What follows belongs to an exercise in optimizing a design on an open flow for small area and a short achievable clock period; a production flow would make more cautious choices. Function was checked by simulation only, so behaviour that the tests miss may differ from the original. Power figures rest on the tool's default switching activity, not on a simulated workload.

==> flow/design.v <==
module hw_cn119652311a_alu (
    input         clk,
    input         rst_n,
    input         wr_en,
    input         rd_en,
    input  [11:0] addr,
    input  [31:0] wr_data,
    output [31:0] rd_data,
    output reg    irq
);
    function [1:0] f_inc;
        input [1:0] x;
        case (x)
            2'b00: f_inc = 2'b01;
            2'b01: f_inc = 2'b10;
            default: f_inc = 2'b00;
        endcase
    endfunction
    function [1:0] f_dec;
        input [1:0] x;
        case (x)
            2'b00: f_dec = 2'b10;
            2'b10: f_dec = 2'b01;
            default: f_dec = 2'b00;
        endcase
    endfunction
    function [1:0] f_tsum;
        input [1:0] x, y;
        case (x)
            2'b00: f_tsum = y;
            2'b01: f_tsum = f_inc(y);
            default: f_tsum = f_dec(y);
        endcase
    endfunction
    function f_carry;
        input [1:0] x, y;
        f_carry = (x == 2'b10 && (y == 2'b01 || y == 2'b10)) ||
                  (y == 2'b10 && (x == 2'b01 || x == 2'b10));
    endfunction
    reg [31:0] vdd_ctrl, vth_cfg, gate_op;
    reg [31:0] operand_a, operand_b, operand_c, operand_d;
    reg [31:0] alu_cmd, approx_cfg, comp_mode, irq_enable;
    reg [1:0]  gate_result;
    reg        irq_status;
    reg [23:0] wide_result;   
    reg [6:0]  alu_small;     
    wire [1:0] a0 = operand_a[1:0];
    wire [1:0] b0 = operand_b[1:0];
    wire [1:0] c0 = operand_c[1:0];
    wire [1:0] tsum_ab  = f_tsum(a0, b0);
    wire       carry_ab = f_carry(a0, b0);
    wire [1:0] tfa_sum  = f_tsum(tsum_ab, c0);
    wire       tfa_cy   = carry_ab | f_carry(tsum_ab, c0);
    wire [1:0] tmul_p;
    assign tmul_p[0] = (a0 == 2'b01 && b0 == 2'b01) || (a0 == 2'b10 && b0 == 2'b10);
    assign tmul_p[1] = (a0 == 2'b01 && b0 == 2'b10) || (a0 == 2'b10 && b0 == 2'b01);
    wire       tmul_cy = (a0 == 2'b10 && b0 == 2'b10);
    wire [11:0] a = operand_a[11:0];
    wire [11:0] b = operand_b[11:0];
    wire [1:0]  comp = comp_mode[1:0];
    wire [6:0]  pp_ll;
    wire [23:0] p;
    function [1:0] tm;
        input [1:0] x, y;
        begin
            tm[0] = (x == 2'b01 && y == 2'b01) || (x == 2'b10 && y == 2'b10);
            tm[1] = (x == 2'b01 && y == 2'b10) || (x == 2'b10 && y == 2'b01);
        end
    endfunction
    function [6:0] blk;
        input [3:0] x, y;
        input [1:0] cm;
        reg [1:0] p0, t1, p1r, p1, y11, p2r, p2;
        reg c0, c1, c2;
        begin
            p0  = tm(x[1:0], y[1:0]);
            c0  = (x[1:0] == 2'b10) && (y[1:0] == 2'b10);
            t1  = tadd(tm(x[1:0], y[3:2]), tm(x[3:2], y[1:0]));
            p1r = tadd(t1, {1'b0, c0});
            c1  = c0 && (t1 == 2'b10);
            p1  = (cm == 2'b01) ? tadd(p1r, 2'b10) : p1r;
            y11 = tm(x[3:2], y[3:2]);
            p2r = tadd(y11, {1'b0, c1});
            c2  = c1 && (y11 == 2'b10);
            p2  = (cm == 2'b10) ? tadd(p2r, 2'b01) : p2r;
            blk = {c2, p2, p1, p0};
        end
    endfunction
    function [4:0] t2oh;
        input [1:0] x, y;
        reg x0, y0;
        begin
            x0 = ~x[0] & ~x[1];
            y0 = ~y[0] & ~y[1];
            t2oh[0] = x0 & y0;
            t2oh[1] = (x0 & y[0]) | (x[0] & y0);
            t2oh[2] = (x0 & y[1]) | (x[0] & y[0]) | (x[1] & y0);
            t2oh[3] = (x[0] & y[1]) | (x[1] & y[0]);
            t2oh[4] = x[1] & y[1];
        end
    endfunction
    function [1:0] tadd;
        input [1:0] x, y;
        reg x0, y0;
        begin
            x0 = ~x[0] & ~x[1];
            y0 = ~y[0] & ~y[1];
            tadd[0] = (x0 & y[0]) | (x[0] & y0) | (x[1] & y[1]);
            tadd[1] = (x0 & y[1]) | (x[1] & y0) | (x[0] & y[0]);
        end
    endfunction
    function tgen;
        input [1:0] x, y;
        tgen = (x[0] & y[1]) | (x[1] & y[0]) | (x[1] & y[1]);
    endfunction
    function tprop;
        input [1:0] x, y;
        tprop = (x[0] & y[0]) | (x[1] & ~y[0] & ~y[1]) | (y[1] & ~x[0] & ~x[1]);
    endfunction
    function [3:0] tha2;
        input [1:0] x, y;
        tha2 = {1'b0, tgen(x, y), tadd(x, y)};
    endfunction
    function [3:0] tfa3;
        input [1:0] x, y, z;
        reg [4:0] u;
        reg z0, ge3, eq6;
        begin
            u   = t2oh(x, y);
            z0  = ~z[0] & ~z[1];
            tfa3[0] = (u[1] & z0) | (u[0] & z[0]) | (u[4] & z0) | (u[3] & z[0]) | (u[2] & z[1]);
            tfa3[1] = (u[2] & z0) | (u[1] & z[0]) | (u[0] & z[1]) | (u[4] & z[0]) | (u[3] & z[1]);
            ge3 = u[3] | u[4] | (u[2] & (z[0] | z[1])) | (u[1] & z[1]);
            eq6 = u[4] & z[1];
            tfa3[2] = ge3 & ~eq6;
            tfa3[3] = eq6;
        end
    endfunction
    function [1:0] tdig;
        input [1:0] x, y;
        input c;
        reg [4:0] u;
        reg m0, m1, m2;
        begin
            u  = t2oh(x, y);
            m0 = u[0] | u[3];
            m1 = u[1] | u[4];
            m2 = u[2];
            tdig[0] = c ? m0 : m1;
            tdig[1] = c ? m1 : m2;
        end
    endfunction
    wire [6:0] pp_lm, pp_lh, pp_ml, pp_mm, pp_mh, pp_hl, pp_hm, pp_hh;
    assign pp_ll = blk(a[3:0],  b[3:0],  comp);
    assign pp_lm = blk(a[3:0],  b[7:4],  comp);
    assign pp_lh = blk(a[3:0],  b[11:8], comp);
    assign pp_ml = blk(a[7:4],  b[3:0],  comp);
    assign pp_mm = blk(a[7:4],  b[7:4],  comp);
    assign pp_mh = blk(a[7:4],  b[11:8], comp);
    assign pp_hl = blk(a[11:8], b[3:0],  comp);
    assign pp_hm = blk(a[11:8], b[7:4],  comp);
    assign pp_hh = blk(a[11:8], b[11:8], comp);
    wire [1:0] hs1, hc2;
    assign {hc2, hs1} = tha2(pp_lm[1:0], pp_ml[1:0]);
    wire [1:0] ts3, tc4;
    assign {tc4, ts3} = tfa3(pp_lm[3:2], pp_ml[3:2], hc2);
    wire [1:0] ts5, tc6;
    assign {tc6, ts5} = tfa3(pp_lh[1:0], pp_mm[1:0], pp_hl[1:0]);
    wire [1:0] ts7, tc8;
    assign {tc8, ts7} = tfa3(pp_lm[5:4], pp_ml[5:4], ts5);
    wire [1:0] ts9, tc10;
    assign {tc10, ts9} = tfa3(pp_lh[3:2], pp_mm[3:2], pp_hl[3:2]);
    wire [1:0] ts11, tc12;
    assign {tc12, ts11} = tfa3({1'b0, pp_lm[6]}, {1'b0, pp_ml[6]}, tc6);
    wire [1:0] hs13, hc14;
    assign {hc14, hs13} = tha2(ts9, tc8);
    wire [1:0] ts15, tc16;
    assign {tc16, ts15} = tfa3(pp_mh[1:0], pp_hm[1:0], pp_lh[5:4]);
    wire [1:0] ts17, tc18;
    assign {tc18, ts17} = tfa3(pp_mm[5:4], pp_hl[5:4], tc10);
    wire [1:0] ts19, tc20;
    assign {tc20, ts19} = tfa3(tc12, ts15, hc14);
    wire [1:0] ts21, tc22;
    assign {tc22, ts21} = tfa3(pp_mh[3:2], pp_hm[3:2], {1'b0, pp_lh[6]});
    wire [1:0] ts23, tc24;
    assign {tc24, ts23} = tfa3({1'b0, pp_mm[6]}, {1'b0, pp_hl[6]}, tc16);
    wire [1:0] ts25, tc26;
    assign {tc26, ts25} = tfa3(ts21, tc18, ts23);
    wire [1:0] ts27, tc28;
    assign {tc28, ts27} = tfa3(pp_hh[1:0], pp_mh[5:4], pp_hm[5:4]);
    wire [1:0] ts29, tc30;
    assign {tc30, ts29} = tfa3(tc22, ts27, tc24);
    wire [1:0] ts31, tc32;
    assign {tc32, ts31} = tfa3(pp_hh[3:2], {1'b0, pp_mh[6]}, {1'b0, pp_hm[6]});
    wire [1:0] hs33, hc34;
    assign {hc34, hs33} = tha2(tc28, ts31);
    wire [1:0] hs35, hc36;
    assign {hc36, hs35} = tha2(pp_hh[5:4], tc32);
    wire [1:0] x0 = pp_ll[1:0], y0 = 2'b00;   
    wire g0 = tgen(x0, y0);
    wire q0 = tprop(x0, y0);
    wire [1:0] x1 = pp_ll[3:2], y1 = 2'b00;   
    wire g1 = tgen(x1, y1);
    wire q1 = tprop(x1, y1);
    wire [1:0] x2 = pp_ll[5:4], y2 = hs1;   
    wire g2 = tgen(x2, y2);
    wire q2 = tprop(x2, y2);
    wire [1:0] x3 = {1'b0, pp_ll[6]}, y3 = ts3;   
    wire g3 = tgen(x3, y3);
    wire q3 = tprop(x3, y3);
    wire [1:0] x4 = tc4, y4 = ts7;   
    wire g4 = tgen(x4, y4);
    wire q4 = tprop(x4, y4);
    wire [1:0] x5 = ts11, y5 = hs13;   
    wire g5 = tgen(x5, y5);
    wire q5 = tprop(x5, y5);
    wire [1:0] x6 = ts17, y6 = ts19;   
    wire g6 = tgen(x6, y6);
    wire q6 = tprop(x6, y6);
    wire [1:0] x7 = tc20, y7 = ts25;   
    wire g7 = tgen(x7, y7);
    wire q7 = tprop(x7, y7);
    wire [1:0] x8 = tc26, y8 = ts29;   
    wire g8 = tgen(x8, y8);
    wire q8 = tprop(x8, y8);
    wire [1:0] x9 = tc30, y9 = hs33;   
    wire g9 = tgen(x9, y9);
    wire q9 = tprop(x9, y9);
    wire [1:0] x10 = hc34, y10 = hs35;   
    wire g10 = tgen(x10, y10);
    wire q10 = tprop(x10, y10);
    wire [1:0] x11 = {1'b0, pp_hh[6]}, y11 = hc36;   
    wire g11 = tgen(x11, y11);
    wire q11 = tprop(x11, y11);
    wire G37 = g1 | (q1 & g0);
    wire P38 = q1 & q0;
    wire G39 = g3 | (q3 & g2);
    wire P40 = q3 & q2;
    wire G41 = g5 | (q5 & g4);
    wire P42 = q5 & q4;
    wire G43 = g7 | (q7 & g6);
    wire P44 = q7 & q6;
    wire G45 = g9 | (q9 & g8);
    wire P46 = q9 & q8;
    wire G47 = g11 | (q11 & g10);
    wire P48 = q11 & q10;
    wire G49 = g2 | (q2 & G37);
    wire P50 = q2 & P38;
    wire G51 = G39 | (P40 & G37);
    wire P52 = P40 & P38;
    wire G53 = g6 | (q6 & G41);
    wire P54 = q6 & P42;
    wire G55 = G43 | (P44 & G41);
    wire P56 = P44 & P42;
    wire G57 = g10 | (q10 & G45);
    wire P58 = q10 & P46;
    wire G59 = G47 | (P48 & G45);
    wire P60 = P48 & P46;
    wire G61 = g4 | (q4 & G51);
    wire P62 = q4 & P52;
    wire G63 = G41 | (P42 & G51);
    wire P64 = P42 & P52;
    wire G65 = G53 | (P54 & G51);
    wire P66 = P54 & P52;
    wire G67 = G55 | (P56 & G51);
    wire P68 = P56 & P52;
    wire G69 = g8 | (q8 & G67);
    wire P70 = q8 & P68;
    wire G71 = G45 | (P46 & G67);
    wire P72 = P46 & P68;
    wire G73 = G57 | (P58 & G67);
    wire P74 = P58 & P68;
    wire G75 = G59 | (P60 & G67);
    wire P76 = P60 & P68;
    wire cy0 = 1'b0;
    wire cy1 = g0;
    wire cy2 = G37;
    wire cy3 = G49;
    wire cy4 = G51;
    wire cy5 = G61;
    wire cy6 = G63;
    wire cy7 = G65;
    wire cy8 = G67;
    wire cy9 = G69;
    wire cy10 = G71;
    wire cy11 = G73;
    assign p[1:0] = tdig(x0, y0, cy0);
    assign p[3:2] = tdig(x1, y1, cy1);
    assign p[5:4] = tdig(x2, y2, cy2);
    assign p[7:6] = tdig(x3, y3, cy3);
    assign p[9:8] = tdig(x4, y4, cy4);
    assign p[11:10] = tdig(x5, y5, cy5);
    assign p[13:12] = tdig(x6, y6, cy6);
    assign p[15:14] = tdig(x7, y7, cy7);
    assign p[17:16] = tdig(x8, y8, cy8);
    assign p[19:18] = tdig(x9, y9, cy9);
    assign p[21:20] = tdig(x10, y10, cy10);
    assign p[23:22] = tdig(x11, y11, cy11);
    wire [6:0]  mul2 = pp_ll;
    wire [23:0] mul6 = p;
    reg [6:0] small_res;
    always @(*) begin
        case (wr_data[3:0])
            4'd1: small_res = {5'b0, tsum_ab};
            4'd2: small_res = {4'b0, carry_ab, tsum_ab};
            4'd3: small_res = {4'b0, tfa_cy, tfa_sum};
            4'd4: small_res = {4'b0, tmul_cy, tmul_p};
            4'd5: small_res = {5'b0, tmul_p};
            4'd6: small_res = mul2;
            default: small_res = 7'b0;
        endcase
    end
    reg [1:0] gate_res;
    always @(*) begin
        case (wr_data[7:4])
            4'h1: gate_res = f_inc(a0);
            4'h2: gate_res = f_dec(a0);
            4'h3: gate_res = (a0 == 2'b00) ? 2'b10 : 2'b00;                  
            4'h4: gate_res = (a0 == 2'b00 || a0 == 2'b01) ? 2'b10 : 2'b00;   
            default: gate_res = 2'b00;
        endcase
    end
    wire wr_top  = wr_en && addr[11:8] == 4'h0 && addr[1:0] == 2'b00;
    wire we_vdd  = wr_top && addr[7:2] == 6'h04;
    wire we_vth  = wr_top && addr[7:2] == 6'h05;
    wire we_gate = wr_top && addr[7:2] == 6'h08;
    wire we_a    = wr_top && addr[7:2] == 6'h10;
    wire we_b    = wr_top && addr[7:2] == 6'h11;
    wire we_c    = wr_top && addr[7:2] == 6'h12;
    wire we_d    = wr_top && addr[7:2] == 6'h13;
    wire we_cmd  = wr_top && addr[7:2] == 6'h20;
    wire we_apx  = wr_top && addr[7:2] == 6'h30;
    wire we_comp = wr_top && addr[7:2] == 6'h31;
    wire we_ien  = wr_en && addr == 12'h204;
    wire we_iclr = wr_en && addr == 12'h208;
    always @(posedge clk or negedge rst_n) begin
        if (!rst_n) begin
            vdd_ctrl    <= 32'd1000;
            vth_cfg     <= 32'h41281900;
            gate_op     <= 32'h0;
            operand_a   <= 32'h0;
            operand_b   <= 32'h0;
            operand_c   <= 32'h0;
            operand_d   <= 32'h0;
            alu_cmd     <= 32'h0;
            approx_cfg  <= 32'h0;
            comp_mode   <= 32'h0;
            irq_enable  <= 32'h0;
            gate_result <= 2'b0;
            irq_status  <= 1'b0;
            irq         <= 1'b0;
            wide_result <= 24'h0;
            alu_small   <= 7'h0;
        end else begin
            if (we_vdd)  vdd_ctrl   <= wr_data;
            if (we_vth)  vth_cfg    <= wr_data;
            if (we_a)    operand_a  <= wr_data;
            if (we_b)    operand_b  <= wr_data;
            if (we_c)    operand_c  <= wr_data;
            if (we_d)    operand_d  <= wr_data;
            if (we_apx)  approx_cfg <= wr_data;
            if (we_comp) comp_mode  <= wr_data;
            if (we_ien)  irq_enable <= wr_data;
            if (we_gate) begin
                gate_op     <= wr_data;
                gate_result <= gate_res;
            end
            if (we_cmd) begin
                alu_cmd  <= wr_data;
                if (wr_data[3:0] == 4'd7)
                    wide_result <= mul6;
                else
                    alu_small <= small_res;
            end
            if (we_cmd && irq_enable[0])
                irq_status <= 1'b1;
            else if (we_iclr && wr_data[0])
                irq_status <= 1'b0;
            if (!irq_status)
                irq <= 1'b0;
            else if (we_cmd && irq_enable[0])
                irq <= 1'b1;
        end
    end
    wire alu_wide = (alu_cmd[3:0] == 4'd7);
    wire [23:0] alu_res = alu_wide ? {8'b0, wide_result} : {17'b0, alu_small};
    hw_rdmux u_rdmux (
        .rd_en(rd_en), .addr(addr),
        .vdd_ctrl(vdd_ctrl), .vth_cfg(vth_cfg), .gate_op(gate_op), .gate_result(gate_result),
        .operand_a(operand_a), .operand_b(operand_b), .operand_c(operand_c), .operand_d(operand_d),
        .alu_cmd(alu_cmd), .alu_res(alu_res), .wide_result(wide_result),
        .approx_cfg(approx_cfg), .comp_mode(comp_mode), .irq_status(irq_status), .irq_enable(irq_enable),
        .rd_data(rd_data));
endmodule
module hw_rdmux (
    input         rd_en,
    input  [11:0] addr,
    input  [31:0] vdd_ctrl, vth_cfg, gate_op,
    input  [1:0]  gate_result,
    input  [31:0] operand_a, operand_b, operand_c, operand_d,
    input  [31:0] alu_cmd,
    input  [23:0] alu_res,
    input  [23:0] wide_result,
    input  [31:0] approx_cfg, comp_mode,
    input         irq_status,
    input  [31:0] irq_enable,
    output [31:0] rd_data
);
    wire rd_ok = (rd_en & ~addr[11]) & (~addr[10] & ~addr[1]) & ~addr[0];
    wire g_lo  = rd_ok & (~addr[9] & ~addr[8]);
    wire g_hi  = rd_ok & (addr[9] & ~addr[8]);
    wire [3:0] q1, q2, q3;
    genvar gi;
    generate
        for (gi = 0; gi < 4; gi = gi + 1) begin : g_dec
            assign q1[gi] = (addr[3:2] == gi);
            assign q2[gi] = (addr[5:4] == gi);
            assign q3[gi] = (addr[7:6] == gi);
        end
    endgenerate
    wire s0 = (g_lo & q3[0]) & (q2[0] & q1[0]);
    wire s1 = (g_lo & q3[0]) & (q2[0] & q1[1]);
    wire s2 = (g_lo & q3[0]) & (q2[1] & q1[0]);
    wire s3 = (g_lo & q3[0]) & (q2[1] & q1[1]);
    wire s4 = (g_lo & q3[0]) & (q2[2] & q1[0]);
    wire s5 = (g_lo & q3[0]) & (q2[2] & q1[1]);
    wire s6 = (g_lo & q3[0]) & (q2[2] & q1[2]);
    wire s7 = (g_lo & q3[1]) & (q2[0] & q1[0]);
    wire s8 = (g_lo & q3[1]) & (q2[0] & q1[1]);
    wire s9 = (g_lo & q3[1]) & (q2[0] & q1[2]);
    wire s10 = (g_lo & q3[1]) & (q2[0] & q1[3]);
    wire s11 = (g_lo & q3[2]) & (q2[0] & q1[0]);
    wire s12 = (g_lo & q3[2]) & (q2[0] & q1[1]);
    wire s13 = (g_lo & q3[2]) & (q2[0] & q1[2]);
    wire s14 = (g_lo & q3[2]) & (q2[1] & q1[0]);
    wire s15 = (g_lo & q3[2]) & (q2[1] & q1[1]);
    wire s16 = (g_lo & q3[2]) & (q2[1] & q1[2]);
    wire s17 = (g_lo & q3[2]) & (q2[1] & q1[3]);
    wire s18 = (g_lo & q3[2]) & (q2[2] & q1[0]);
    wire s19 = (g_lo & q3[2]) & (q2[2] & q1[1]);
    wire s20 = (g_lo & q3[2]) & (q2[2] & q1[2]);
    wire s21 = (g_lo & q3[2]) & (q2[2] & q1[3]);
    wire s22 = (g_lo & q3[2]) & (q2[3] & q1[0]);
    wire s23 = (g_lo & q3[2]) & (q2[3] & q1[1]);
    wire s24 = (g_lo & q3[2]) & (q2[3] & q1[2]);
    wire s25 = (g_lo & q3[2]) & (q2[3] & q1[3]);
    wire s26 = (g_lo & q3[3]) & (q2[0] & q1[0]);
    wire s27 = (g_lo & q3[3]) & (q2[0] & q1[1]);
    wire s28 = (g_hi & q3[0]) & (q2[0] & q1[0]);
    wire s29 = (g_hi & q3[0]) & (q2[0] & q1[1]);
    assign rd_data = ({32{s0}} & 32'h48570001) |
                  ({32{s1}} & 32'h000001FF) |
                  ({32{s2}} & vdd_ctrl) |
                  ({32{s3}} & vth_cfg) |
                  ({32{s4}} & gate_op) |
                  ({32{s5}} & {30'b0, gate_result}) |
                  ({32{s6}} & 32'h00000001) |
                  ({32{s7}} & operand_a) |
                  ({32{s8}} & operand_b) |
                  ({32{s9}} & operand_c) |
                  ({32{s10}} & operand_d) |
                  ({32{s11}} & alu_cmd) |
                  ({32{s12}} & 32'h00000001) |
                  ({32{s13}} & {8'b0, alu_res}) |
                  ({32{s14}} & {30'b0, wide_result[1:0]}) |
                  ({32{s15}} & {30'b0, wide_result[3:2]}) |
                  ({32{s16}} & {30'b0, wide_result[5:4]}) |
                  ({32{s17}} & {30'b0, wide_result[7:6]}) |
                  ({32{s18}} & {30'b0, wide_result[9:8]}) |
                  ({32{s19}} & {30'b0, wide_result[11:10]}) |
                  ({32{s20}} & {30'b0, wide_result[13:12]}) |
                  ({32{s21}} & {30'b0, wide_result[15:14]}) |
                  ({32{s22}} & {30'b0, wide_result[17:16]}) |
                  ({32{s23}} & {30'b0, wide_result[19:18]}) |
                  ({32{s24}} & {30'b0, wide_result[21:20]}) |
                  ({32{s25}} & {30'b0, wide_result[23:22]}) |
                  ({32{s26}} & approx_cfg) |
                  ({32{s27}} & comp_mode) |
                  ({32{s28}} & {31'b0, irq_status}) |
                  ({32{s29}} & irq_enable);
endmodule
==> flow/run.sh <==
#!/bin/bash
# synth_recipe.tcl (not shown) runs the flow's synth.tcl, then flattens the netlist and writes it again
# the make line also repeats each setting of config.mk as NAME=value (left out here)
make -C /OpenROAD-flow-scripts/flow DESIGN_CONFIG=/design/flow/config.mk WORK_HOME=/design/flow/orfs CLKGATE_MAP_FILE= SYNTH_SCRIPT=/design/flow/synth_recipe.tcl finish
==> flow/config.mk <==
export PLATFORM = sky130hd
export DESIGN_NAME = hw_cn119652311a_alu
export DESIGN_NICKNAME = hw_cn119652311a_alu
export VERILOG_FILES = /design/flow/design.v
export SDC_FILE = /design/flow/constraint.sdc
export NUM_CORES = 4
export LEC_CHECK = 0
export ABC_AREA = 1
export CAP_MARGIN = 20
export CORE_MARGIN = 2
export CORE_UTILIZATION = 50
export CTS_CLUSTER_DIAMETER = 100
export CTS_CLUSTER_SIZE = 26
export SETUP_SLACK_MARGIN = 4.6
export SLEW_MARGIN = 20
export SYNTH_HIERARCHICAL = 1
==> flow/constraint.sdc <==
create_clock -name core_clock -period 10.0 [get_ports {clk}]
set_input_delay 2.0000 -clock core_clock [delete_from_list [all_inputs] [get_ports {clk}]]
set_output_delay 2.0000 -clock core_clock [all_outputs]
set_load 0.01 [all_outputs]
==> Implementation_results.wiki, run 1 <==
{| class="wikitable"
! Metric !! Value
|-
| Antenna violations before repair || 0
|-
| Largest family of logic cells by synthesized area || simple AND/OR/NAND/NOR gates
|-
| Achievable clock frequency || about 170 MHz
|-
| Clock slew at reported path FFs || 90 ps
|-
| Mean instance size in the synthesized netlist || slightly below 7 µm²
|-
| Port bufs || 80
|-
| H-Tree Level Count || 1
|-
| Top post-synthesis cells by area || sky130_fd_sc_hd__dfrtp_1 (40%), sky130_fd_sc_hd__nand2_1 (21%), sky130_fd_sc_hd__o21ai_0 (9.5%)
|-
| Max-cap viol count || 0
|-
| Gpl congestion || 0.988
|-
| Cell Rows || 79
|-
| Total number of clock tree sinks || around 390
|-
| Number of DRC violations after detailed routing || 0
|-
| Final number of setup-violating endpoints || 0
|-
| Area of the die || just under 0.05 mm²
|-
| Critical hold path startpoint || operand_c[28]
|-
| Worst Setup End Kind || output pin
|-
| Headroom to the max-slew limit || 28.5%
|-
| Placed cell areas || around 0.024 mm²
|-
| Power Density || approximately 95 mW/mm²
|-
| Yosys top cell by area || sky130_fd_sc_hd__dfrtp_1
|-
| Core region area || 0.0463 mm²
|-
| Final Max Slew Viols || 0
|-
| Post-synth top area share || 40.1%
|-
| Slew @ Worst Pin || about 1100 ps
|-
| Setup repair after global routing missed its margin || true
|-
| Post-detailed-route count of antenna-violating nets || 0
|-
| Cells on worst reg2reg path || 31
|-
| Start of the worst register-to-register path || operand_b[1]
|-
| Data arrival at the endpoint of the critical path || 3750 ps
|-
| GRT busiest layer || met2
|-
| Run status || finished clean
|-
| Die span in x || approximately 220 µm
|-
| Instance count along the most critical hold path || 2
|-
| Post-Synthesis Cells || ~3,500
|-
| All-layer global routing usage || a little over a third
|-
| Synthesized-area fraction occupied by adder cells || under 10%
|-
| Count of state elements after synthesis || roughly 390
|-
| Met1 Usage GRT || ~45%
|-
| Final setup margin || 4250 ps
|-
| Clock period minus worst slack || between 5000 and 6000 ps
|-
| Skew-Pair Late Insertion Delay || 550 ps
|-
| Root buffer cell || sky130_fd_sc_hd__clkbuf_16
|-
| Via/cell ratio || about 5.7
|-
| Setup TNS after final layout || 0 ps
|-
| Hpwl dp || 51,900 µm
|-
| Capture endpoint of the worst hold path || operand_c[28]
|-
| Vertical extent of the die || 220 µm
|-
| Leakage dissipation || 13.4 nW
|-
| Bufs on Longest Clock Path || 3
|-
| Share of layout cells above drive strength 1 || about an eighth
|-
| Class of the tightest hold or removal check || flip-flop to flip-flop
|-
| Number of endpoints with negative hold slack in the final report || 0
|-
| Number of enable-type register cells in the synthesized netlist || 0
|-
| Global-route congestion overflow total || 0
|-
| Setup slack at placement || 2270 ps
|-
| Compound-gate portion of the synthesized area || roughly 14%
|-
| Setup slack of the worst register-to-register path || 5530 ps
|-
| Startpoint Class || input port
|-
| First-pass GRT wire length || 128,000 µm
|-
| Post-synthesis xor/xnor area fraction || less than 1%
|-
| Area growth from synthesis to final layout || 16.4%
|-
| Dominant synthesized flop cell || sky130_fd_sc_hd__dfrtp_1
|-
| Total number of vias || 23,500
|-
| Unique cell type count in the Yosys netlist || 58
|-
| Routed wire length || between 80,000 and 90,000 µm
|-
| Routed wire per std cell || between 20 and 25 µm
|-
| Sequential cell area fraction in the yosys report || roughly two fifths
|-
| Yosys Warn Count || 7
|-
| Asr flop ratio synth || 100%
|-
| Power Total || approximately 2.6 mW
|-
| Met2 demand-to-capacity share in global routing || between 50 and 60%
|-
| Met3 track demand over resource || 3.92%
|-
| Largest clock skew in the final design || about 13 ps
|-
| Starting density of the core || between 50% and 60%
|-
| Data required time at the worst endpoint || ~8000 ps
|-
| Cell area after layout || roughly 0.027 mm²
|-
| Via count of the first global-routing pass || roughly 22,000
|-
| Antenna fix cells || 0
|-
| DRT iter0 DRCs || approximately 2,400
|-
| FF-to-FF End || wide_result[18]
|-
| CP Class || input port to output pin
|-
| Peak VDD IR || roughly 0.13 mV
|-
| 1st-pass router iterations || 6
|-
| TritonCTS clock tree || yes
|-
| Maximum number of pins on one net before global-route repair || around 170
|-
| Crit path max fanout || 6
|-
| Layout net count || roughly 3,600
|-
| Multiplexer share of the synthesized area || less than 1%
|-
| Mapped Area || between 0.02 and 0.025 mm²
|-
| Number of placed I/O pins || 81
|-
| Synthesized-area fraction occupied by and/or/nand/nor cells || 34.6%
|-
| Fin crit share || between 50% and 60%
|-
| Clock buffer count from CTS || 18
|}
## cell usage in the layout (no fill, tap or decap), types with 27 or more instances in the layout
master | synthesis | final
sky130_fd_sc_hd__buf_4 | 9 | 66
sky130_fd_sc_hd__nor2_2 | 24 | 27
sky130_fd_sc_hd__nor2_4 | 7 | 29
sky130_fd_sc_hd__o22ai_1 | 67 | 67
sky130_fd_sc_hd__nand2_2 | 19 | 60
sky130_fd_sc_hd__o21ai_0 | 442 | 439
sky130_fd_sc_hd__nand2_1 | 1323 | 1261
sky130_fd_sc_hd__clkdlybuf4s50_1 | 0 | 34
sky130_fd_sc_hd__nand4_1 | 60 | 60
sky130_fd_sc_hd__inv_1 | 277 | 266
sky130_fd_sc_hd__dfrtp_1 | 374 | 374
sky130_fd_sc_hd__nand3_1 | 185 | 165
sky130_fd_sc_hd__a21oi_1 | 36 | 36
sky130_fd_sc_hd__nor2_1 | 270 | 246
sky130_fd_sc_hd__nand3_2 | 13 | 28
sky130_fd_sc_hd__buf_2 | 32 | 27
sky130_fd_sc_hd__buf_12 | 0 | 37
sky130_fd_sc_hd__buf_6 | 8 | 33
sky130_fd_sc_hd__inv_2 | 34 | 37
## timing repair
item                                    4_1_cts  5_1_grt
gates resized for setup                     362      109
hold buffers                                  0        0
pin swaps                                    57       58
gates cloned                                 17        1
endpoints found under the setup margin       32       32
buffers inserted                             83       13
## kinds of logic after synthesis
kind of cell             Yosys count
AO/OA/AOI/OAI                    610
XOR/XNOR                           2
adder cells (fa/ha/maj)           24
buffers and inverters            479
flip-flops                       387
multiplexers                       1
other                              2
AND/OR/NAND/NOR                 1945
## registers in the layout (all words and copies together) (netlist names), 7 cells and up
register	flops
alu_cmd	32
approx_cfg	32
comp_mode	32
gate_op	32
irq_enable	32
operand_a	32
operand_b	32
operand_c	32
operand_d	32
vdd_ctrl	32
vth_cfg	32
wide_result	24
alu_small	7
## modules after synthesis, one instance, submodules excluded
module               cell area, µm²  cells  copies in the design  flops+latches
hw_cn119652311a_alu           19700   2580                     1            387
hw_rdmux                       3610    870                     1              0
## critical path, stage by stage
cell and delay, ps:
sky130_fd_sc_hd__buf_4 140, sky130_fd_sc_hd__nor2_4 100, sky130_fd_sc_hd__inv_2 80, sky130_fd_sc_hd__nor2_4 160, sky130_fd_sc_hd__buf_12 160, sky130_fd_sc_hd__nand2_4 70
sky130_fd_sc_hd__nor2_4 150, sky130_fd_sc_hd__buf_12 140, sky130_fd_sc_hd__buf_12 110, sky130_fd_sc_hd__bufbuf_16 250, sky130_fd_sc_hd__nand2_1 50, sky130_fd_sc_hd__nand2_1 60
sky130_fd_sc_hd__nor2_1 50, sky130_fd_sc_hd__nand3_1 80, sky130_fd_sc_hd__buf_2 130
## where the power goes
group          total, mW  switching, mW  internal, mW  leakage (nW)
registers           1.58        0.00436          1.57          5.27
logic              0.132         0.0966        0.0358          7.92
clock network      0.861          0.504         0.357         0.249
## Yosys cell counts (8+ instances only)
cell                       instances
sky130_fd_sc_hd__nand3_2          13
sky130_fd_sc_hd__o211ai_1          9
sky130_fd_sc_hd__nor4_1            8
sky130_fd_sc_hd__a21oi_1          36
sky130_fd_sc_hd__inv_2            34
sky130_fd_sc_hd__o21ai_0         442
sky130_fd_sc_hd__nand4_1          60
sky130_fd_sc_hd__dfrtp_1         374
sky130_fd_sc_hd__buf_4             9
sky130_fd_sc_hd__o22ai_1          67
sky130_fd_sc_hd__dfstp_2          13
sky130_fd_sc_hd__nand2_2          19
sky130_fd_sc_hd__clkbuf_1        113
sky130_fd_sc_hd__nor2_1          270
sky130_fd_sc_hd__buf_2            32
sky130_fd_sc_hd__o21ai_1          20
sky130_fd_sc_hd__nor2_2           24
sky130_fd_sc_hd__nand3_1         185
sky130_fd_sc_hd__inv_1           277
sky130_fd_sc_hd__nor3_1           17
sky130_fd_sc_hd__ha_1             24
sky130_fd_sc_hd__buf_6             8
sky130_fd_sc_hd__nand2_1        1323
## metal layers
layer  vias to the layer above  part of all wire, %
met5                         -                    0
met3                       200                  6.5
met1                     11100                   41
met2                       888                   47
li1                      11300                    -
met4                         0                  5.5
## stage by stage
step / std cells / hold slack [ps] / util, %
floorplan: 3454 / 453 / -
global placement: 4005 / 465 / 52.8
detailed placement: 4006 / 473 / 52.9
CTS: 4135 / 497 / 57.7
global route: 4149 / 515 / 58.7
finish: 4149 / 494 / 58.7
## area by class of cell
cell class | instances | area, µm²
fillers | 4356 | 19100
multi-input cells | 2590 | 12400
flip-flops and latches | 387 | 9700
repair buffers | 216 | 2480
inverters | 315 | 1260
well taps | 607 | 759
clock buffers | 28 | 509
repair inverters | 5 | 66.3
clock inverters | 1 | 5.00
## worst max-delay path by stage
stage,cells after the start,end,start
finish,15,rd_data[25],addr[9]
global route,15,rd_data[25],addr[11]
floorplan,11,rd_data[8],addr[0]
global placement,11,rd_data[2],rd_en
detailed placement,14,rd_data[17],rd_en
CTS,15,rd_data[13],addr[1]
==> inputs of run 2 (changes only) <==
--- a/flow/design.v
+++ b/flow/design.v
@@ -232,58 +232,18 @@
     wire [1:0] x11 = {1'b0, pp_hh[6]}, y11 = hc36;   
     wire g11 = tgen(x11, y11);
     wire q11 = tprop(x11, y11);
-    wire G37 = g1 | (q1 & g0);
-    wire P38 = q1 & q0;
-    wire G39 = g3 | (q3 & g2);
-    wire P40 = q3 & q2;
-    wire G41 = g5 | (q5 & g4);
-    wire P42 = q5 & q4;
-    wire G43 = g7 | (q7 & g6);
-    wire P44 = q7 & q6;
-    wire G45 = g9 | (q9 & g8);
-    wire P46 = q9 & q8;
-    wire G47 = g11 | (q11 & g10);
-    wire P48 = q11 & q10;
-    wire G49 = g2 | (q2 & G37);
-    wire P50 = q2 & P38;
-    wire G51 = G39 | (P40 & G37);
-    wire P52 = P40 & P38;
-    wire G53 = g6 | (q6 & G41);
-    wire P54 = q6 & P42;
-    wire G55 = G43 | (P44 & G41);
-    wire P56 = P44 & P42;
-    wire G57 = g10 | (q10 & G45);
-    wire P58 = q10 & P46;
-    wire G59 = G47 | (P48 & G45);
-    wire P60 = P48 & P46;
-    wire G61 = g4 | (q4 & G51);
-    wire P62 = q4 & P52;
-    wire G63 = G41 | (P42 & G51);
-    wire P64 = P42 & P52;
-    wire G65 = G53 | (P54 & G51);
-    wire P66 = P54 & P52;
-    wire G67 = G55 | (P56 & G51);
-    wire P68 = P56 & P52;
-    wire G69 = g8 | (q8 & G67);
-    wire P70 = q8 & P68;
-    wire G71 = G45 | (P46 & G67);
-    wire P72 = P46 & P68;
-    wire G73 = G57 | (P58 & G67);
-    wire P74 = P58 & P68;
-    wire G75 = G59 | (P60 & G67);
-    wire P76 = P60 & P68;
     wire cy0 = 1'b0;
-    wire cy1 = g0;
-    wire cy2 = G37;
-    wire cy3 = G49;
-    wire cy4 = G51;
-    wire cy5 = G61;
-    wire cy6 = G63;
-    wire cy7 = G65;
-    wire cy8 = G67;
-    wire cy9 = G69;
-    wire cy10 = G71;
-    wire cy11 = G73;
+    wire cy1 = g0 | (q0 & cy0);
+    wire cy2 = g1 | (q1 & cy1);
+    wire cy3 = g2 | (q2 & cy2);
+    wire cy4 = g3 | (q3 & cy3);
+    wire cy5 = g4 | (q4 & cy4);
+    wire cy6 = g5 | (q5 & cy5);
+    wire cy7 = g6 | (q6 & cy6);
+    wire cy8 = g7 | (q7 & cy7);
+    wire cy9 = g8 | (q8 & cy8);
+    wire cy10 = g9 | (q9 & cy9);
+    wire cy11 = g10 | (q10 & cy10);
     assign p[1:0] = tdig(x0, y0, cy0);
     assign p[3:2] = tdig(x1, y1, cy1);
     assign p[5:4] = tdig(x2, y2, cy2);
==> Implementation_results.wiki, run 2 <==
{| class="wikitable"
! Metric !! Value
|-
| Power Total || 2.63 mW (+2.2%)
|-
| Data required time at the worst endpoint || 8000 ps (about the same)
|-
| Yosys top cell by area || sky130_fd_sc_hd__dfrtp_1
|-
| Number of placed I/O pins || 81 (unchanged)
|-
| Skew-Pair Late Insertion Delay || 560 ps (about the same)
|-
| Capture point of the critical path || rd_data[26]
|-
| Post-synthesis xor/xnor area fraction || 0.113% (+0.038 points)
|-
| Vertical extent of the die || 220 µm (about the same)
|-
| Start of the worst register-to-register path || operand_b[1]
|-
| Compound-gate portion of the synthesized area || 14.7% (+0.61 points)
|-
| Crit path max fanout || 6 (unchanged)
|-
| Leading cell type in the layout, fill and taps excluded || sky130_fd_sc_hd__nand2_1
|-
| Max-cap viol count || 0 (unchanged)
|-
| Leakage dissipation || 13.6 nW (+1.1%)
|-
| Total number of vias || 23,400 (-0.25%)
|-
| Routed wire per std cell || 20.4 µm (+0.82%)
|-
| Final number of setup-violating endpoints || 0 (unchanged)
|-
| Gpl congestion || 0.998 (+0.97%)
|-
| TritonCTS clock tree || yes
|-
| Area growth from synthesis to final layout || 17.6%
|-
| Worst Setup End Kind || output pin
|-
| Number of enable-type register cells in the synthesized netlist || 0 (unchanged)
|-
| Post-synth top area share || 40.2% (about the same)
|-
| Synthesized-area fraction occupied by and/or/nand/nor cells || 34.2% (-0.36 points)
|-
| Launch point of the critical path || addr[0]
|-
| Clock buffer count from CTS || 19 (+1)
|-
| Number of endpoints with negative hold slack in the final report || 0 (unchanged)
|-
| Synthesized-area fraction occupied by adder cells || 1.18% (-0.11 points)
|-
| Slew @ Worst Pin || 1020 ps (-46.9 ps)
|-
| Area occupied by registers || 0.00970 mm² (unchanged)
|-
| Number of fill cells || 4,349 (-0.16%)
|-
| Fin crit share || 57.1% (-0.41 points)
|-
| Data arrival at the endpoint of the critical path || 3710 ps (-40 ps)
|-
| Clock period minus worst slack || 5710 ps (-40.9 ps)
|-
| Most frequent cell after synthesis || sky130_fd_sc_hd__nand2_1
|-
| First-pass GRT wire length || 128,000 µm (-0.14%)
|-
| Final Max Slew Viols || 0 (unchanged)
|-
| Layout net count || 3,569 (-1.0%)
|-
| Hpwl dp || 52,100 µm (+0.48%)
|-
| Commonest cells after routing, fill and taps aside || sky130_fd_sc_hd__nand2_1 (1,212), sky130_fd_sc_hd__o21ai_0 (430), sky130_fd_sc_hd__dfrtp_1 (374)
|-
| Number of DRC violations after detailed routing || 0 (unchanged)
|-
| Cell Rows || 79 (unchanged)
|-
| Via count of the first global-routing pass || 21,800 (-0.47%)
|-
| Top post-synthesis cells by area || sky130_fd_sc_hd__dfrtp_1 (40%), sky130_fd_sc_hd__nand2_1 (21%), sky130_fd_sc_hd__o21ai_0 (9.6%)
|-
| Dominant synthesized flop cell || sky130_fd_sc_hd__dfrtp_1
|-
| Setup slack of the worst register-to-register path || 5180 ps (-350 ps)
|-
| Via/cell ratio || 5.69 (+0.53%)
|-
| Port bufs || 80 (unchanged)
|-
| Multi-input gate area in the final layout || 0.0125 mm² (+0.73%)
|-
| Run status || finished clean
|-
| Largest clock skew in the final design || 15.2 ps (+2.58 ps)
|-
| Area of the die || 0.0483 mm² (about the same)
|-
| Final-layout worst hold slack || 491 ps (-2.33 ps)
|-
| CP Class || input port to output pin
|-
| 1st-pass router iterations || 7 (+1)
|-
| Unique cell type count in the Yosys netlist || 60 (+3.4%)
|-
| Cells traversed along the worst timing path || buf_6 -> nor2_4 -> nand3_4 -> nor2_4 -> buf_12 -> buf_6 -> nand2_4 -> nor2_4 -> buf_12 -> buf_16 -> buf_12 -> nand2_1 -> nand2_1 -> nor2_1 -> nand3_1 -> buf_2
|-
| Mean instance size in the synthesized netlist || 6.85 µm² (+1.3%)
|-
| Multiplexer share of the synthesized area || 0.150% (+0.10 points)
|-
| Startpoint Class || input port
|-
| Clock slew at reported path FFs || 80 ps (about the same)
|-
| FF-to-FF End || wide_result[22]
|-
| Bufs on Longest Clock Path || 3 (unchanged)
|-
| Die span in x || 220 µm (about the same)
|-
| Root buffer cell || sky130_fd_sc_hd__clkbuf_16
|-
| Instance count along the most critical hold path || 2 (unchanged)
|-
| Starting density of the core || 50.4% (about the same)
|-
| Post-Synthesis Cells || 3,403 (-1.4%)
|-
| H-Tree Level Count || 1 (unchanged)
|-
| Largest stage delay on the critical path || 150 ps (-100 ps)
|-
| Largest family of logic cells by synthesized area || simple AND/OR/NAND/NOR gates
|-
| Global-route congestion overflow total || 0 (unchanged)
|-
| Antenna fix cells || 0 (unchanged)
|-
| Total number of clock tree sinks || 387 (unchanged)
|-
| Yosys Warn Count || 7 (unchanged)
|-
| Share of layout cells above drive strength 1 || 15.2% (+2.3 points)
|-
| Leading post-synthesis cells by instance count || sky130_fd_sc_hd__nand2_1 (1,283), sky130_fd_sc_hd__o21ai_0 (449), sky130_fd_sc_hd__dfrtp_1 (374)
|-
| Cells on worst reg2reg path || 33 (+6.5%)
|-
| All-layer global routing usage || 34.7% (about the same)
|-
| Setup TNS after final layout || 0 ps (unchanged)
|-
| Maximum number of pins on one net before global-route repair || 178 (+3.5%)
|-
| Routed wire length || 84,100 µm (about the same)
|-
| Core region area || 0.0463 mm² (unchanged)
|-
| Setup repair after global routing missed its margin || true
|-
| Post-detailed-route count of antenna-violating nets || 0 (unchanged)
|-
| Achievable clock frequency || 175 MHz (+0.72%)
|-
| Sequential cell area fraction in the yosys report || 41.6% (about the same)
|-
| Cell with the biggest individual delay on the critical path || sky130_fd_sc_hd__nor2_4
|-
| Asr flop ratio synth || 100% (unchanged)
|-
| DRT iter0 DRCs || 2,262 (-4.3%)
|-
| Headroom to the max-slew limit || 32.2% (+3.7 points)
|-
| Peak VDD IR || 0.113 mV (-10%)
|-
| Class of the tightest hold or removal check || flip-flop to flip-flop
|-
| Antenna violations before repair || 0 (unchanged)
|-
| Mapped Area || 0.0233 mm² (about the same)
|-
| Power Density || 95.8 mW/mm² (+1.2%)
|-
| Count of state elements after synthesis || 387 (unchanged)
|}
==> run 2: cells by family after synthesis <==
kind of cell | Yosys count
and+or+nand+nor | 1894
xor gates and xnor gates | 3
AOI/OAI and AO/OA | 630
adders and majority gates | 22
DFF | 387
buffers and inverters | 462
muxes | 3
other | 2
==> run 2: cell type report <==
class	instances	share of cell area [%]
Multi-Input combinational cell	2560	45.4
Sequential cell	387	35.4
Timing Repair inverter	9	0.525
Clock inverter	4	0.260
Timing Repair Buffer	225	9.41
Clock buffer	28	1.86
Inverter	297	4.35
Tap cell	607	2.77
==> run 2: per-layer routing <==
metal / vias up / share of wire, % / track usage, %
met4: 0 / 6.2 / 17.9
met3: 252 / 6.7 / 4.20
met1: 11100 / 40 / 44.1
met5: - / 0 / 0
li1: 11100 / - / -
met2: 926 / 47 / 58.3
==> run 2: where the power goes <==
part / internal [mW] / switching (mW) / leakage [nW]
Clock: 0.392 / 0.528 / 0.277
Combinational: 0.0346 / 0.0972 / 8.07
Sequential: 1.57 / 0.00434 / 5.24
Total: 2.00 / 0.629 / 13.6
==> run 2: critical path: cells and delay by family <==
kind	cells	cell delay, ps
AND/OR/NAND/NOR	9	840
buffers and inverters	7	840
==> run 2: repair_timing <==
action / 4_1_cts / 5_1_grt
setup endpoints to repair: 32 / 32
pin swaps: 62 / 60
setup buffers: 89 / 11
resized for setup: 421 / 98
gates cloned: 22 / 4
hold buffers: 0 / 0
==> run 2: worst min-delay path by stage <==
stage	start	end
6_report	gate_op[29]	gate_op[29]
5_1_grt	vth_cfg[21]	vth_cfg[21]
4_1_cts	gate_op[29]	gate_op[29]
3_5_place_dp	gate_op[3]	gate_op[3]
3_3_place_gp	comp_mode[13]	comp_mode[13]
2_1_floorplan	alu_small[2]	alu_small[2]
==> run 2: metrics by stage <==
stage | instances | area, µm² | utilization (%) | setup slack [ps]
3_3_place_gp | 3959 | 24400 | 52.8 | 2220
2_1_floorplan | 3407 | 23300 | - | 4810
6_report | 4117 | 27400 | 59.3 | 4290
3_5_place_dp | 3959 | 24400 | 52.8 | 2180
4_1_cts | 4102 | 26900 | 58.2 | 4280
5_1_grt | 4117 | 27400 | 59.3 | 4260
==> run 2: modules after synthesis (local to each module, per instance) <==
module               cells inside  copies in the design  flip-flops and latches  area [µm²]
hw_cn119652311a_alu          2533                     1                     387       19700
hw_rdmux                      870                     1                       0        3610
==> inputs of run 3 (changes only) <==
--- a/flow/config.mk
+++ b/flow/config.mk
@@ -11,6 +11,7 @@
 export CORE_UTILIZATION = 50
 export CTS_CLUSTER_DIAMETER = 100
 export CTS_CLUSTER_SIZE = 26
+export PLACE_DENSITY = 0.8
 export SETUP_SLACK_MARGIN = 4.6
 export SLEW_MARGIN = 20
 export SYNTH_HIERARCHICAL = 1
==> Implementation_results.wiki, run 3 <==
{| class="wikitable"
! Metric !! Value
|-
| Sequential cell fraction of total power || 60.9% (+0.9 points)
|-
| Synthesized-area fraction occupied by and/or/nand/nor cells || 34.2% (unchanged)
|-
| Post-synth top area share || 40.2% (unchanged)
|-
| Total number of vias || 24,400 (+4.4%)
|-
| Unique cell type count in the Yosys netlist || 60 (unchanged)
|-
| Setup TNS after final layout || 0 ps (unchanged)
|-
| Cell Rows || 79 (unchanged)
|-
| Synthesized-area fraction occupied by adder cells || 1.18% (unchanged)
|-
| Crit path max fanout || 8 (+2)
|-
| Asr flop ratio synth || 100% (unchanged)
|-
| Mean instance size in the synthesized netlist || 6.85 µm² (unchanged)
|-
| CP Class || input port to output pin
|-
| Bufs on Longest Clock Path || 3 (unchanged)
|-
| Power Density || 94.1 mW/mm² (-1.8%)
|-
| Data required time at the worst endpoint || 8000 ps (about the same)
|-
| DRT iter0 DRCs || 3,162 (+40%)
|-
| Layout net count || 3,568 (-0.028%)
|-
| Clock slew at reported path FFs || 100 ps (+20 ps)
|-
| Leading post-synthesis cells by instance count || sky130_fd_sc_hd__nand2_1 (1,283), sky130_fd_sc_hd__o21ai_0 (449), sky130_fd_sc_hd__dfrtp_1 (374)
|-
| Part of the power in combinational logic || 5.3% (+0.3 points)
|-
| Data arrival at the endpoint of the critical path || 3720 ps (about the same)
|-
| Leading cell type in the layout, fill and taps excluded || sky130_fd_sc_hd__nand2_1
|-
| Fin crit share || 57.2% (+0.11 points)
|-
| Total of hold buffers inserted after clock tree synthesis || 0 (unchanged)
|-
| Total number of clock tree sinks || 387 (unchanged)
|-
| Worst Setup End Kind || output pin
|-
| Die span in x || 220 µm (unchanged)
|-
| Starting density of the core || 50.4% (unchanged)
|-
| Yosys Warn Count || 7 (unchanged)
|-
| Achievable clock frequency || 175 MHz (-0.19%)
|-
| Largest family of logic cells by synthesized area || simple AND/OR/NAND/NOR gates
|-
| Count of state elements after synthesis || 387 (unchanged)
|-
| Multi-input gate area in the final layout || 0.0127 mm² (+1.9%)
|-
| TritonCTS clock tree || yes
|-
| Number of fill cells || 3,954 (-9.1%)
|-
| Number of placed I/O pins || 81 (unchanged)
|-
| Skew-Pair Late Insertion Delay || 540 ps (-20 ps)
|-
| Slew @ Worst Pin || 1020 ps (+5.68 ps)
|-
| Antenna fix cells || 0 (unchanged)
|-
| Sequential cell area fraction in the yosys report || 41.6% (unchanged)
|-
| Cell area after layout || 0.0275 mm² (+0.38%)
|-
| Placed cell areas || 0.0244 mm² (-0.14%)
|-
| Vertical extent of the die || 220 µm (unchanged)
|-
| Area growth from synthesis to final layout || 18.1%
|-
| Number of DRC violations after detailed routing || 0 (unchanged)
|-
| Switching power as a share of total power || 24.0% (+0.090 points)
|-
| Hpwl dp || 44,900 µm (-14%)
|-
| Multiplexer share of the synthesized area || 0.150% (unchanged)
|-
| First-pass GRT wire length || 125,000 µm (-1.8%)
|-
| Post-detailed-route count of antenna-violating nets || 0 (unchanged)
|-
| Final-layout worst hold slack || 493 ps (+2.04 ps)
|-
| Via count of the first global-routing pass || 22,500 (+3.3%)
|-
| Setup slack at placement || 2470 ps (+295 ps)
|-
| Yosys top cell by area || sky130_fd_sc_hd__dfrtp_1
|-
| Root buffer cell || sky130_fd_sc_hd__clkbuf_16
|-
| Run status || finished clean
|-
| 1st-pass router iterations || 7 (unchanged)
|-
| Post-Synthesis Cells || 3,403 (unchanged)
|-
| Maximum number of pins on one net before global-route repair || 123 (-31%)
|-
| Most frequent cell after synthesis || sky130_fd_sc_hd__nand2_1
|-
| Net Switching || 622 µW (-1.1%)
|-
| Max-cap viol count || 0 (unchanged)
|-
| Area of the die || 0.0483 mm² (unchanged)
|-
| Global-route congestion overflow total || 0 (unchanged)
|-
| Port bufs || 80 (unchanged)
|-
| Top post-synthesis cells by area || sky130_fd_sc_hd__dfrtp_1 (40%), sky130_fd_sc_hd__nand2_1 (21%), sky130_fd_sc_hd__o21ai_0 (9.6%)
|-
| H-Tree Level Count || 1 (unchanged)
|-
| GRT busiest layer || met2
|-
| Core region area || 0.0463 mm² (unchanged)
|-
| Routed wire length || 83,500 µm (-0.71%)
|-
| Final Max Slew Viols || 0 (unchanged)
|-
| Met1 Usage GRT || 43.7% (-0.38 points)
|-
| Compound-gate portion of the synthesized area || 14.7% (unchanged)
|-
| Mapped Area || 0.0233 mm² (unchanged)
|-
| Dominant synthesized flop cell || sky130_fd_sc_hd__dfrtp_1
|-
| Met3 track demand over resource || 6.35% (+2.2 points)
|-
| Final setup margin || 4280 ps (-11.0 ps)
|-
| Met2 demand-to-capacity share in global routing || 51.5% (-6.8 points)
|-
| Number of endpoints with negative hold slack in the final report || 0 (unchanged)
|-
| Final number of setup-violating endpoints || 0 (unchanged)
|-
| Startpoint Class || input port
|-
| Pint || 1.97 mW (-1.5%)
|-
| Clock period minus worst slack || 5720 ps (+11.0 ps)
|-
| Clock buffer count from CTS || 18 (-1)
|-
| Post-synthesis xor/xnor area fraction || 0.113% (unchanged)
|-
| Via/cell ratio || 5.94 (+4.4%)
|-
| Gpl congestion || 1.02 (+2.7%)
|-
| Headroom to the max-slew limit || 31.8% (-0.38 points)
|-
| Routed wire per std cell || 20.3 µm (-0.66%)
|-
| Largest clock skew in the final design || 9.20 ps (-6.04 ps)
|-
| Leakage dissipation || 13.7 nW (+0.56%)
|-
| Peak VDD IR || 0.124 mV (+9.7%)
|-
| Commonest cells after routing, fill and taps aside || sky130_fd_sc_hd__nand2_1 (1,191), sky130_fd_sc_hd__o21ai_0 (430), sky130_fd_sc_hd__dfrtp_1 (374)
|-
| Class of the tightest hold or removal check || flip-flop to flip-flop
|-
| Share of layout cells above drive strength 1 || 16.3% (+1.1 points)
|-
| Antenna violations before repair || 1 (+1)
|-
| Area occupied by registers || 0.00970 mm² (unchanged)
|-
| All-layer global routing usage || 33.3% (-1.4 points)
|-
| Power Total || 2.59 mW (-1.4%)
|-
| Setup repair after global routing missed its margin || true
|-
| Part of the total power dissipated in the clock network || 33.8% (-1.2 points)
|-
| Number of enable-type register cells in the synthesized netlist || 0 (unchanged)
|}
## run 3: changes by cell type in the layout (fill, tap and decap cells not counted), moves of 4 or more
cell and change:
sky130_fd_sc_hd__buf_6 +4, sky130_fd_sc_hd__buf_16 -4, sky130_fd_sc_hd__nand3_1 -6, sky130_fd_sc_hd__nand2_4 +4
sky130_fd_sc_hd__nor2_2 +12, sky130_fd_sc_hd__nand2_1 -21, sky130_fd_sc_hd__nor2_1 -13, sky130_fd_sc_hd__o21ai_2 +4
sky130_fd_sc_hd__nand2_2 +14, sky130_fd_sc_hd__nand3_2 +5, sky130_fd_sc_hd__nor2_4 +5, sky130_fd_sc_hd__buf_2 -6
sky130_fd_sc_hd__o21ai_1 -4
## run 3: critical path: stages
cell and delay (ps):
sky130_fd_sc_hd__buf_4 140, sky130_fd_sc_hd__inv_4 90, sky130_fd_sc_hd__nand2_1 140, sky130_fd_sc_hd__nor2_1 210
sky130_fd_sc_hd__buf_4 250, sky130_fd_sc_hd__nand2_8 130, sky130_fd_sc_hd__buf_12 170, sky130_fd_sc_hd__clkinv_16 70
sky130_fd_sc_hd__nand2_1 70, sky130_fd_sc_hd__nand2_1 80, sky130_fd_sc_hd__nor2_1 60, sky130_fd_sc_hd__nand3_1 130
sky130_fd_sc_hd__buf_2 160
## run 3: cells by family (layout without fill, tap and decap cells)
group | Yosys count | after routing
mux | 3 | 3
compound gates | 630 | 630
xor+xnor | 3 | 3
other cells | 2 | 6
fa+ha+maj | 22 | 22
buf+inv | 462 | 557
flops | 387 | 387
simple gates | 1894 | 1900
## run 3: worst paths after layout
kind                                    from         endpoint  slack [ps]  cells after the start
worst max-delay path                 addr[4]      rd_data[30]        4280                     13
worst min-delay path             alu_cmd[28]      alu_cmd[28]         490                      2
worst max register to register  operand_b[1]  wide_result[23]        5350                     31
worst min register to register   alu_cmd[28]      alu_cmd[28]         490                      2
max in group asynchronous              rst_n     operand_a[4]        6930                      2
min in group asynchronous              rst_n      vth_cfg[17]        1470                      1
## run 3: what timing repair did
| item | 4_1_cts | 5_1_grt |
|---|---|---|
| endpoints found under the hold margin | 0 | 0 |
| gates cloned | 24 | 4 |
| pin swaps | 70 | 95 |
| setup buffers | 92 | 11 |
| resized for setup | 375 | 178 |
| setup endpoints to repair | 32 | 32 |
## run 3: metrics by stage
stage,util [%],cells
floorplan,-,3407
global placement,52.7,3954
detailed placement,52.7,3954
CTS,57.7,4100
global route,59.5,4115
finish,59.5,4115
## run 3: area by class of cell
class | count | share of cell area, %
Multi-Input combinational cell | 2564 | 46.1
Sequential cell | 387 | 35.3
Timing Repair Buffer | 223 | 9.24
Inverter | 297 | 4.36
Tap cell | 607 | 2.76
Clock buffer | 29 | 1.86
Timing Repair inverter | 7 | 0.382
Clock inverter | 1 | 0.0182
## run 3: per-module statistics from Yosys, one instance, submodules excluded
module / cells inside / copies in the design / flops+latches / cell area, µm²
hw_rdmux: 870 / 1 / 0 / 3610
hw_cn119652311a_alu: 2533 / 1 / 387 / 19700
## run 3: power groups by stage
stage / Clock [mW] / Sequential (mW) / Combinational [mW]
2_1_floorplan: 0 / 1.60 / 0.0445
3_3_place_gp: 0 / 1.60 / 0.114
3_5_place_dp: 0 / 1.61 / 0.115
4_1_cts: 0.867 / 1.57 / 0.131
5_1_grt: 0.927 / 1.58 / 0.149
6_report: 0.876 / 1.58 / 0.137
## run 3: routing by layer
metal,part of all wire (%),routed length [µm],up-vias
li1,-,-,11100
met1,37,31000,11300
met2,43,35700,1589
met3,12,10300,460
met4,7.8,6480,2
met5,0.013,11,-

[what the ideal ports hide]
The flow's constraints put no driver on any port. The routed layouts listed below were extracted and timed again, unchanged, in two steps.
Step 1, drivers: a clkbuf_16 drives clk and a buf_2 each remaining input, both assumed.
Step 2 also shifts input and output timing later by t, the mid clock arrival at the registers, as if the neighbouring blocks saw the same clock.
a / b / c = ideal / step 1 / step 2; a / b = the first two.
run | shift t [ns] | setup WS [ns] | hold WS [ns] | worst setup path at the end | pins driven straight from the clock port
run 1 | 0.598 | 4.253 / 4.221 / 4.221 | 0.494 / 0.494 / 0.494 | input to output | 1
run 2 | 0.607 | 4.294 / 4.256 / 4.256 | 0.491 / 0.491 / 0.491 | input to output | 1
run 3 | 0.591 | 4.283 / 4.248 / 4.248 | 0.493 / 0.493 / 0.493 | input to output | 1
After both steps every run listed still meets setup and hold. For run 2, which loses most, drivers alone change the setup slack by -0.038 ns; drivers and shift together by -0.038 ns.
